This design comes from an exercise in tuning for small area on the open sky130 flow, not from production work. At most, simulation tests tie the RTL to the original design; equivalence was not proved. The clock port is modelled as an ideal driver; clocking choices that lean on that would not hold on a real chip. Power figures rest on the tool's default switching activity, not on a simulated workload.

Design calculator, start of the top module:
module calculator(
    input wire clk,
    input wire rst,
    input wire[7:0] in,
    input wire[2:0] op,
    input wire apply,
    output wire[7:0] tail,
    output wire empty,
    output wire valid
);
For scale: about 44 flip-flops, roughly 24 I/O pins.
==> flow/config.mk <==
export PLATFORM = sky130hd
export DESIGN_NAME = calculator
export DESIGN_NICKNAME = calculator
export VERILOG_FILES = /design/flow/design.v
export SDC_FILE = /design/flow/constraint.sdc
export NUM_CORES = 4
export LEC_CHECK = 0
export ABC_AREA = 1
export CAP_MARGIN = 20
export CORE_MARGIN = 2
export CORE_UTILIZATION = 40
export GPL_TIMING_DRIVEN = 0
export SLEW_MARGIN = 20
==> flow/constraint.sdc <==
create_clock -name core_clock -period 15.0 [get_ports {clk}]
set_input_delay 3.0000 -clock core_clock [delete_from_list [all_inputs] [get_ports {clk}]]
set_output_delay 3.0000 -clock core_clock [all_outputs]
set_load 0.01 [all_outputs]
standard.sh (not shown) runs the stock make flow with config.mk's settings and CLKGATE_MAP_FILE= SYNTH_SCRIPT=/design/flow/synth_recipe.tcl, a recipe that flattens the netlist after the stock synthesis.
==> flow/flow/run.sh <==
#!/bin/bash
# The standard layout (standard.sh), with one change: the buffers that
# buffer_ports puts on every input and output port use the smallest buffer
# cell, sky130_fd_sc_hd__buf_1, instead of the default pick. ORFS's own logs
# stay under orfs/logs; make's output goes to standard.log here.
set -euo pipefail
export BUFFER_PORTS_ARGS="-buffer_cell sky130_fd_sc_hd__buf_1"
bash standard.sh > standard.log 2>&1
Then changed:
==> flow/run.sh (new file) <==
#!/bin/bash
# synth_recipe.tcl (not shown) runs the flow's synth.tcl, then flattens the netlist and writes it again
# the make line also repeats each setting of config.mk as NAME=value (left out here)
make -C /OpenROAD-flow-scripts/flow DESIGN_CONFIG=/design/flow/config.mk WORK_HOME=/design/flow/orfs CLKGATE_MAP_FILE= SYNTH_SCRIPT=/design/flow/synth_recipe.tcl finish
GPL_TIMING_DRIVEN = default   (was 0)
removed: flow/flow/run.sh
removed: flow/standard.sh
Wire length stays flat.
Non-clock buffer count rises by 5.
Count of clock-buffer cells in the layout does not change.
Then changed:
==> flow/flow/run.sh (new file) <==
#!/bin/bash
set -euo pipefail
export BUFFER_PORTS_ARGS="-buffer_cell sky130_fd_sc_hd__buf_1"
export RECOVER_POWER=100
bash standard.sh > standard.log 2>&1
==> flow/standard.sh (new file) <==
#!/bin/bash
# synth_recipe.tcl (not shown) runs the flow's synth.tcl, then flattens the netlist and writes it again
# the make line also repeats each setting of config.mk as NAME=value (left out here)
make -C /OpenROAD-flow-scripts/flow DESIGN_CONFIG=/design/flow/config.mk WORK_HOME=/design/flow/orfs CLKGATE_MAP_FILE= SYNTH_SCRIPT=/design/flow/synth_recipe.tcl "${@:-finish}"
removed: flow/run.sh
After rerunning: The changed run ran to the end with violations: capacitance limit, slew limit. Setup slack is about the same. Register-to-register slack stays flat. Power went up by a few percent. Critical path depth went up by 3. Sequential power stays flat. Clock skew went up by 0.0031 ns. Hold slack gets better by 0.011 ns. Count of clock-buffer cells in the layout is unchanged.
Then changed:
==> flow/flow/run.sh (replaced) <==
#!/bin/bash
set -euo pipefail
here=$(cd "$(dirname "$0")" && pwd)
export BUFFER_PORTS_ARGS="-buffer_cell sky130_fd_sc_hd__buf_1"
export POST_CTS_TCL="$here/post_cts.tcl"
bash standard.sh > standard.log 2>&1
==> flow/flow/post_cts.tcl (new file) <==
# Size down cells that do not need their drive strength, keeping setup slack.
estimate_parasitics -placement
report_design_area
log_cmd repair_timing -recover_power 100 -verbose
detailed_placement
estimate_parasitics -placement
report_design_area
report_worst_slack -max
This time the run went through all stages and came out clean.
Via count hardly moves.
Synthesized cell count does not change.
Hold slack barely changes.
Critical path depth is unchanged.
No functional check of the RTL was part of any run of this note.

Another version of the RTL of calculator (not shown whole).
For scale: roughly 3200 sq um of cells after synthesis.
Settings: LEC_CHECK=0, ABC_AREA=1, CAP_MARGIN=5, CORE_MARGIN=2, CORE_UTILIZATION=40, SLEW_MARGIN=5; clock period 15.0 ns.
==> flow/flow/run.sh <==
#!/bin/bash
# The standard layout (standard.sh) with two changes:
#  1. After the standard synthesis, its combinational logic is mapped again by
#     ABC without the full-adder cells that synthesis extracted (reopt.ys). The
#     registers are untouched: same instances, names and cell types.
#  2. The buffers that buffer_ports puts on the ports use sky130_fd_sc_hd__buf_1.
# Each tool's output goes to a log of its own in this folder.
set -euo pipefail
here=$(cd "$(dirname "$0")" && pwd)
work=$(pwd)
res=$work/orfs/results/$FLOW_PLATFORM/calculator/base
lib=$FLOW_HOME/platforms/$FLOW_PLATFORM/lib/sky130_fd_sc_hd__tt_025C_1v80.lib
yosys=$(command -v yosys || echo "$FLOW_HOME/../tools/install/yosys/bin/yosys")
export BUFFER_PORTS_ARGS="-buffer_cell sky130_fd_sc_hd__buf_1"

# 1. standard synthesis
bash standard.sh synth > synth.log 2>&1
cp "$res/1_2_yosys.v" "$work/standard_synth.v"

# 2. map the combinational logic again
dont_use=$(sed -n '/^export DONT_USE_CELLS/,/^#/p' "$FLOW_HOME/platforms/$FLOW_PLATFORM/config.mk" \
  | grep -o 'sky130_fd_sc_hd__[A-Za-z0-9_]*' | sed 's/^/-dont_use /' | tr '\n' ' ')
script=$(tr -d '\n' < "$here/abc.script" | sed 's/[&|\\]/\\&/g')
sed -e "s|@LIB@|$lib|g" -e "s|@IN@|$work/standard_synth.v|g" -e "s|@OUT@|$work/reopt.v|g" \
    -e "s|@TOP@|$FLOW_TOP|g" -e "s|@DONT_USE@|$dont_use|g" -e "s|@SCRIPT@|$script|g" "$here/reopt.ys" > "$work/reopt_run.ys"
"$yosys" -l "$work/reopt.log" -s "$work/reopt_run.ys" > /dev/null 2>&1
cp "$work/reopt.v" "$res/1_2_yosys.v"
rm -f "$res/1_synth.odb" "$res/1_synth.sdc"

# 3. the rest of the standard layout, from the new netlist
bash standard.sh > layout.log 2>&1
==> flow/flow/abc.script <==
strash;&get,-n;&deepsyn,-T,30;&dch,-f;&nf,-R,1000,-p;&put;topo;dnsize;
==> flow/flow/reopt.ys <==
# Re-map the combinational cells of a mapped netlist; keep the registers.
read_liberty -ignore_miss_func @LIB@
blackbox sky130_fd_sc_hd__*df* sky130_fd_sc_hd__*dl* sky130_fd_sc_hd__conb_*
read_verilog @IN@
hierarchy -check -top @TOP@
flatten
opt_clean -purge
stat -liberty @LIB@
abc -liberty @LIB@ @DONT_USE@ -script +@SCRIPT@
# the cell types abc used were dropped by hierarchy; reload them as black boxes
read_liberty -lib @LIB@
opt_clean -purge
hilomap -singleton -hicell sky130_fd_sc_hd__conb_1 HI -locell sky130_fd_sc_hd__conb_1 LO
splitnets
opt_clean -purge
stat -liberty @LIB@
check -assert
write_verilog -noattr -nohex -nodec @OUT@
Edit:
- CAP_MARGIN: 5 -> 20
- CTS_BUF_LIST: not set -> sky130_fd_sc_hd__clkbuf_4 sky130_fd_sc_hd__clkbuf_8
- CTS_CLUSTER_SIZE: not set -> 12
- SLEW_MARGIN: 5 -> 20
Result: Via count stays the same; maximum frequency stays the same; clock power barely changes; critical path depth stays the same; count of clock-buffer cells in the layout does not change; power does not change.
Edit:
==> flow/flow/abc.script (replaced) <==
strash;&get,-n;&deepsyn,-T,30;&dch,-f;&nf,-R,1000,-p;&put;topo;buffer,-p;upsize,-D,12000;dnsize,-D,12000;
- CTS_BUF_LIST: sky130_fd_sc_hd__clkbuf_4 sky130_fd_sc_hd__clkbuf_8 -> not set
- CTS_CLUSTER_SIZE: 12 -> not set
- GPL_TIMING_DRIVEN: not set -> 0
=> Global-route usage grows by 0.22 points; routed wire length goes up by 3.3%; synthesized cell count came out higher by about 1.9%; clock-buffer cell count stays the same; combinational power grows by about 3%.
Edit:
==> flow/flow/abc.script (replaced) <==
strash;&get,-n;&deepsyn,-T,30;&dch,-f;&nf,-R,1000,-p;&put;topo;dnsize;
- CORE_UTILIZATION: 40 -> 65
- GPL_TIMING_DRIVEN: 0 -> not set
What happened: Global-route usage climbs by 10 points. Flip-flop and latch count stays the same. Clock skew falls by 0.0036 ns. Power came out lower by 7.0%. Area after synthesis decreases by about 0.8%.
Edit:
==> flow/flow/abc.script (replaced) <==
strash;&get,-n;&deepsyn,-T,30;&dch,-f;&nf,-R,1000,-p;&put;topo;buffer,-p;upsize,-D,12000;dnsize,-D,12000;
- CORE_UTILIZATION: 65 -> 40
- worst setup slack is better by 0.26 ns
- power grows by 6.5%
- routed wire length grows by 4.9%
- area after synthesis grows by 0.82%
- first-iteration DRC count shrinks by 25%
Edit:
==> flow/flow/abc.script (replaced) <==
strash;&get,-n;&deepsyn,-T,30;&dch,-f;&nf,-R,1000,-p;&put;topo;dnsize;
- CORE_UTILIZATION: 40 -> 65
- GPL_TIMING_DRIVEN: not set -> 0
What happened: Non-clock buffer count shrinks by 12; global-route usage is higher by 10 points; critical path depth came out lower by 2; fmax came out lower by a few percent; wire length went down by a few percent; core utilization goes up by 29 points.

calculator, a different RTL version from the one above (not shown whole).
Size: ~3700 µm² of cells after synthesis.
==> flow/config.mk <==
export PLATFORM = sky130hd
export DESIGN_NAME = calculator
export DESIGN_NICKNAME = calculator
export VERILOG_FILES = /design/flow/design.v
export SDC_FILE = /design/flow/constraint.sdc
export NUM_CORES = 4
export LEC_CHECK = 0
export ABC_AREA = 1
export CAP_MARGIN = 20
export CORE_MARGIN = 2
export CORE_UTILIZATION = 40
export SLEW_MARGIN = 20
==> flow/constraint.sdc <==
create_clock -name core_clock -period 15.0 [get_ports {clk}]
set_input_delay 3.0000 -clock core_clock [delete_from_list [all_inputs] [get_ports {clk}]]
set_output_delay 3.0000 -clock core_clock [all_outputs]
set_load 0.01 [all_outputs]
==> flow/flow/run.sh <==
#!/bin/bash
# The standard layout (standard.sh) with two changes:
#  1. After the standard synthesis, its combinational logic is mapped again by
#     ABC without the full-adder cells that synthesis extracted (reopt.ys). The
#     registers are untouched: same instances, names and cell types.
#  2. The buffers that buffer_ports puts on the ports use sky130_fd_sc_hd__buf_1.
# Each tool's output goes to a log of its own in this folder.
set -euo pipefail
here=$(cd "$(dirname "$0")" && pwd)
work=$(pwd)
res=$work/orfs/results/$FLOW_PLATFORM/calculator/base
lib=$FLOW_HOME/platforms/$FLOW_PLATFORM/lib/sky130_fd_sc_hd__tt_025C_1v80.lib
yosys=$(command -v yosys || echo "$FLOW_HOME/../tools/install/yosys/bin/yosys")
export BUFFER_PORTS_ARGS="-buffer_cell sky130_fd_sc_hd__buf_1"

# 1. standard synthesis
bash standard.sh synth > synth.log 2>&1
cp "$res/1_2_yosys.v" "$work/standard_synth.v"

# 2. map the combinational logic again
dont_use=$(sed -n '/^export DONT_USE_CELLS/,/^#/p' "$FLOW_HOME/platforms/$FLOW_PLATFORM/config.mk" \
  | grep -o 'sky130_fd_sc_hd__[A-Za-z0-9_]*' | sed 's/^/-dont_use /' | tr '\n' ' ')
script=$(cat "$here/abc.script" | tr -d '\n')
sed -e "s|@LIB@|$lib|g" -e "s|@IN@|$work/standard_synth.v|g" -e "s|@OUT@|$work/reopt.v|g" \
    -e "s|@TOP@|$FLOW_TOP|g" -e "s|@DONT_USE@|$dont_use|g" -e "s|@SCRIPT@|$script|g" "$here/reopt.ys" > "$work/reopt_run.ys"
"$yosys" -l "$work/reopt.log" -s "$work/reopt_run.ys" > /dev/null 2>&1
cp "$work/reopt.v" "$res/1_2_yosys.v"
rm -f "$res/1_synth.odb" "$res/1_synth.sdc"

# 3. the rest of the standard layout, from the new netlist
bash standard.sh > layout.log 2>&1
==> flow/flow/abc.script <==
strash;dc2;dch,-f;map,-a;topo;dnsize;
Scripts as last shown in full above: flow/flow/reopt.ys
Then changed:
==> flow/flow/run.sh (replaced) <==
#!/bin/bash
# The standard layout (standard.sh), with one change: the buffers that
# buffer_ports puts on every input and output port use the smallest buffer
# cell, sky130_fd_sc_hd__buf_1, instead of the default pick. ORFS's own logs
# stay under orfs/logs; make's output goes to standard.log here.
set -euo pipefail
export BUFFER_PORTS_ARGS="-buffer_cell sky130_fd_sc_hd__buf_1"
bash standard.sh > standard.log 2>&1
removed: flow/flow/abc.script
removed: flow/flow/reopt.ys
Outcome:
- non-clock buffer count goes up by 5
- worst setup slack loses 830 ps
- cell area went up by 9.8%
- synthesized cell count drops by about 10%
- wire length drops by 4.3%
- clock power shrinks by about 20%

== red ==
calculator with an RTL version that a note above also has.
Size in the first run: about 370 cells after synthesis, ~24 I/O pins, roughly 3200 um2 of cells after synthesis.
==> flow/design.v (excerpt) <==
module calculator(
    input wire clk,
    input wire rst,
    input wire[7:0] in,
    input wire[2:0] op,
    input wire apply,
    output wire[7:0] tail,
    output wire empty,
    output wire valid
);
export LEC_CHECK = 0
export ABC_AREA = 1
export CAP_MARGIN = 0
export CORE_MARGIN = 2
export CORE_UTILIZATION = 40
export SLEW_MARGIN = 0
create_clock -name core_clock -period 15.0 [get_ports {clk}]
==> flow/flow/run.sh <==
#!/bin/bash
# The standard layout (standard.sh) with two changes:
#  1. After the standard synthesis, its combinational logic is mapped again by
#     ABC without the full-adder cells that synthesis extracted (reopt.ys). The
#     registers are untouched: same instances, names and cell types.
#  2. The buffers that buffer_ports puts on the ports use sky130_fd_sc_hd__buf_1.
# Each tool's output goes to a log of its own in this folder.
set -euo pipefail
here=$(cd "$(dirname "$0")" && pwd)
work=$(pwd)
res=$work/orfs/results/$FLOW_PLATFORM/calculator/base
lib=$FLOW_HOME/platforms/$FLOW_PLATFORM/lib/sky130_fd_sc_hd__tt_025C_1v80.lib
yosys=$(command -v yosys || echo "$FLOW_HOME/../tools/install/yosys/bin/yosys")
export BUFFER_PORTS_ARGS="-buffer_cell sky130_fd_sc_hd__buf_1"

# 1. standard synthesis
bash standard.sh synth > synth.log 2>&1
cp "$res/1_2_yosys.v" "$work/standard_synth.v"

# 2. map the combinational logic again
dont_use=$(sed -n '/^export DONT_USE_CELLS/,/^#/p' "$FLOW_HOME/platforms/$FLOW_PLATFORM/config.mk" \
  | grep -o 'sky130_fd_sc_hd__[A-Za-z0-9_]*' | sed 's/^/-dont_use /' | tr '\n' ' ')
script=$(tr -d '\n' < "$here/abc.script" | sed 's/[&|\\]/\\&/g')
sed -e "s|@LIB@|$lib|g" -e "s|@IN@|$work/standard_synth.v|g" -e "s|@OUT@|$work/reopt.v|g" \
    -e "s|@TOP@|$FLOW_TOP|g" -e "s|@DONT_USE@|$dont_use|g" -e "s|@SCRIPT@|$script|g" "$here/reopt.ys" > "$work/reopt_run.ys"
"$yosys" -l "$work/reopt.log" -s "$work/reopt_run.ys" > /dev/null 2>&1
cp "$work/reopt.v" "$res/1_2_yosys.v"
rm -f "$res/1_synth.odb" "$res/1_synth.sdc"

# 3. the rest of the standard layout, from the new netlist
bash standard.sh > layout.log 2>&1
==> flow/flow/abc.script <==
strash;&get,-n;&deepsyn,-T,30;&dch,-f;&nf,-R,1000,-p;&put;topo;dnsize;
==> flow/flow/reopt.ys <==
# Re-map the combinational cells of a mapped netlist; keep the registers.
read_liberty -ignore_miss_func @LIB@
blackbox sky130_fd_sc_hd__*df* sky130_fd_sc_hd__*dl* sky130_fd_sc_hd__conb_*
read_verilog @IN@
hierarchy -check -top @TOP@
flatten
opt_clean -purge
stat -liberty @LIB@
abc -liberty @LIB@ @DONT_USE@ -script +@SCRIPT@
# the cell types abc used were dropped by hierarchy; reload them as black boxes
read_liberty -lib @LIB@
opt_clean -purge
hilomap -singleton -hicell sky130_fd_sc_hd__conb_1 HI -locell sky130_fd_sc_hd__conb_1 LO
splitnets
opt_clean -purge
stat -liberty @LIB@
check -assert
write_verilog -noattr -nohex -nodec @OUT@
What blue does differently from red at the input level:
Settings: putting CTS_CLUSTER_SIZE at 25 where nothing was set; swapping 0 for 20 in CAP_MARGIN; swapping 0 for 20 in SLEW_MARGIN; putting CTS_CLUSTER_DIAMETER at 200 where nothing was set.
Results
blue finished end to end and its layout was clean on timing, DRC and antenna. Re global-route congestion overflow total: no difference whatsoever between red and blue. Re minimum clock period after layout: no difference whatsoever between blue and red. The clock slew seen by the registers of the worst setup and hold paths on red is in line with that on blue.
## Diff of input files: green against blue
Settings: a deleted CTS_CLUSTER_SIZE that had been 25; a deleted CTS_CLUSTER_DIAMETER that had been 200.
==> flow/flow/abc.script <==
strash;&get,-n;&deepsyn,-T,30;&dch,-f;&nf,-R,1000,-p;&put;strash;&get,-n;&deepsyn,-T,30;&dch,-f;&nf,-R,1000,-p;&put;topo;dnsize;
==> run summary <==
- Looking at capture point of the worst path, the queue.r0[4] result is from blue; the queue.r0[3] one comes from green.
- Lower actual slew at the worst max-slew pin goes to green over blue.
- blue → green: proportion of layout cells with a drive suffix above 1 shrank by 2.1 points, sequential power share has decreased.
- Final routed wirelength across all metal layers (green vs. blue) increases by a few percent
- As of green, switching power total had risen by a few percent compared to blue.
- The run showing the smaller clock power share is blue.
- On clock network latency to the later pin of the worst-skew pair, green and blue are neck and neck.
[inputs] orange vs green
-- flow/flow/run.sh --
<<< green, line 30
# 3. the rest of the standard layout, from the new netlist
>>> orange, line 30
# 3. the rest of the standard layout, from the new netlist; timing and
#    design repair may buffer with buf_1 and buf_2 only
export DONT_USE_CELLS="sky130_fd_sc_hd__buf_4 sky130_fd_sc_hd__buf_6 sky130_fd_sc_hd__buf_8 sky130_fd_sc_hd__buf_12 sky130_fd_sc_hd__buf_16"
==> flow/flow/abc.script <==
strash;&get,-n;&deepsyn,-T,30;&dch,-f;&nf,-R,1000,-p;&put;topo;dnsize;
Combinational share of power, green and orange: larger value in orange. green reports its launch point of the critical path as op[0] while orange reports op[1]. Between orange and green, the die outline area does not differ in any meaningful way. orange was carried through to the last stage, and its layout satisfied the timing, DRC and antenna checks. Between green and orange, the difference in register share of the cell area is negligible. Comparing area fraction of clock buffers and clock inverters for green and orange, the bigger number came from green. The area after synthesis was comparable across green and orange.
Setup changes, orange to purple
Settings: setting PLACE_DENSITY to 0.45 for the first time.
-- flow/flow/run.sh --
<<< orange, line 30
# 3. the rest of the standard layout, from the new netlist; timing and
#    design repair may buffer with buf_1 and buf_2 only
export DONT_USE_CELLS="sky130_fd_sc_hd__buf_4 sky130_fd_sc_hd__buf_6 sky130_fd_sc_hd__buf_8 sky130_fd_sc_hd__buf_12 sky130_fd_sc_hd__buf_16"
>>> purple, line 30
# 3. the rest of the standard layout, from the new netlist
==> run summary <==
orange has higher wire length on met3 than purple.
Overall global routing resource usage (lower): orange
[compare] base=orange new=purple: estimated wirelength of the detail-placed design now larger; wire length increased by 8.0% relative to the old numbers.
Per the final summary, purple finished and its layout is clean on timing, DRC and antenna.
Run comparison: purple critical-path cell with the highest stage delay sky130_fd_sc_hd__o21ai_0; orange critical-path cell with the highest stage delay sky130_fd_sc_hd__mux2_1

what the ideal ports hide:
The results above use ideal ports. As a check the final layouts listed here were re-extracted and re-timed, cells and wires unchanged. Step 1: set_driving_cell puts a clkbuf_16 on clk and a buf_2 on each other input, an assumption about the parent block. Step 2 adds t to the input delays and takes it off the output delays; t is the mean of the earliest and latest rising clock arrival at the registers after step 1. Input paths then give back, and output paths get back, about the clock's delay inside the block. Three values: ideal ports, drivers, drivers and shift; two values: the first two.
run	t (ns)	slack for setup (ns)	worst setup path after step 2	clock arrival spread, ns	worst data-port slew with drivers (ns)
the first run of note 1	0.320	0.635 / 0.635 / 0.635	register to register	0.005 / 0.005	0.03
the second run of note 1	0.325	0.858 / 0.858 / 0.685	input to register	0.009 / 0.009	0.03
the third run of note 1	0.332	0.859 / 0.859 / 0.859	register to register	0.013 / 0.013	0.03
the fourth run of note 1	0.331	0.861 / 0.861 / 0.861	register to register	0.012 / 0.012	0.03
the first run of note 2	0.315	0.921 / 0.929 / 0.615	input to register	0.009 / 0.009	0.03
the second run of note 2	0.315	0.921 / 0.929 / 0.615	input to register	0.009 / 0.009	0.03
the third run of note 2	0.328	0.750 / 0.761 / 0.433	input to register	0.015 / 0.014	0.03
the fourth run of note 2	0.321	0.784 / 0.792 / 0.471	input to register	0.010 / 0.010	0.03
the fifth run of note 2	0.320	1.044 / 1.047 / 0.728	input to register	0.005 / 0.005	0.03
the sixth run of note 2	0.321	0.640 / 0.644 / 0.323	input to register	0.015 / 0.016	0.03
the first run of note 3	0.318	1.939 / 1.939 / 1.856	input to register	0.014 / 0.014	0.05
the second run of note 3	0.324	1.113 / 1.113 / 1.113	register to register	0.010 / 0.011	0.04
red	0.315	0.921 / 0.929 / 0.615	input to register	0.009 / 0.009	0.03
blue	0.315	0.921 / 0.929 / 0.615	input to register	0.009 / 0.009	0.03
green	0.324	1.204 / 1.207 / 0.883	input to register	0.011 / 0.011	0.04
orange	0.315	0.921 / 0.929 / 0.615	input to register	0.009 / 0.009	0.03
purple	0.321	1.159 / 1.165 / 0.845	input to register	0.009 / 0.009	0.04
For green, which loses most, drivers alone change the setup slack by +0.003 ns; drivers and shift together by -0.321 ns.
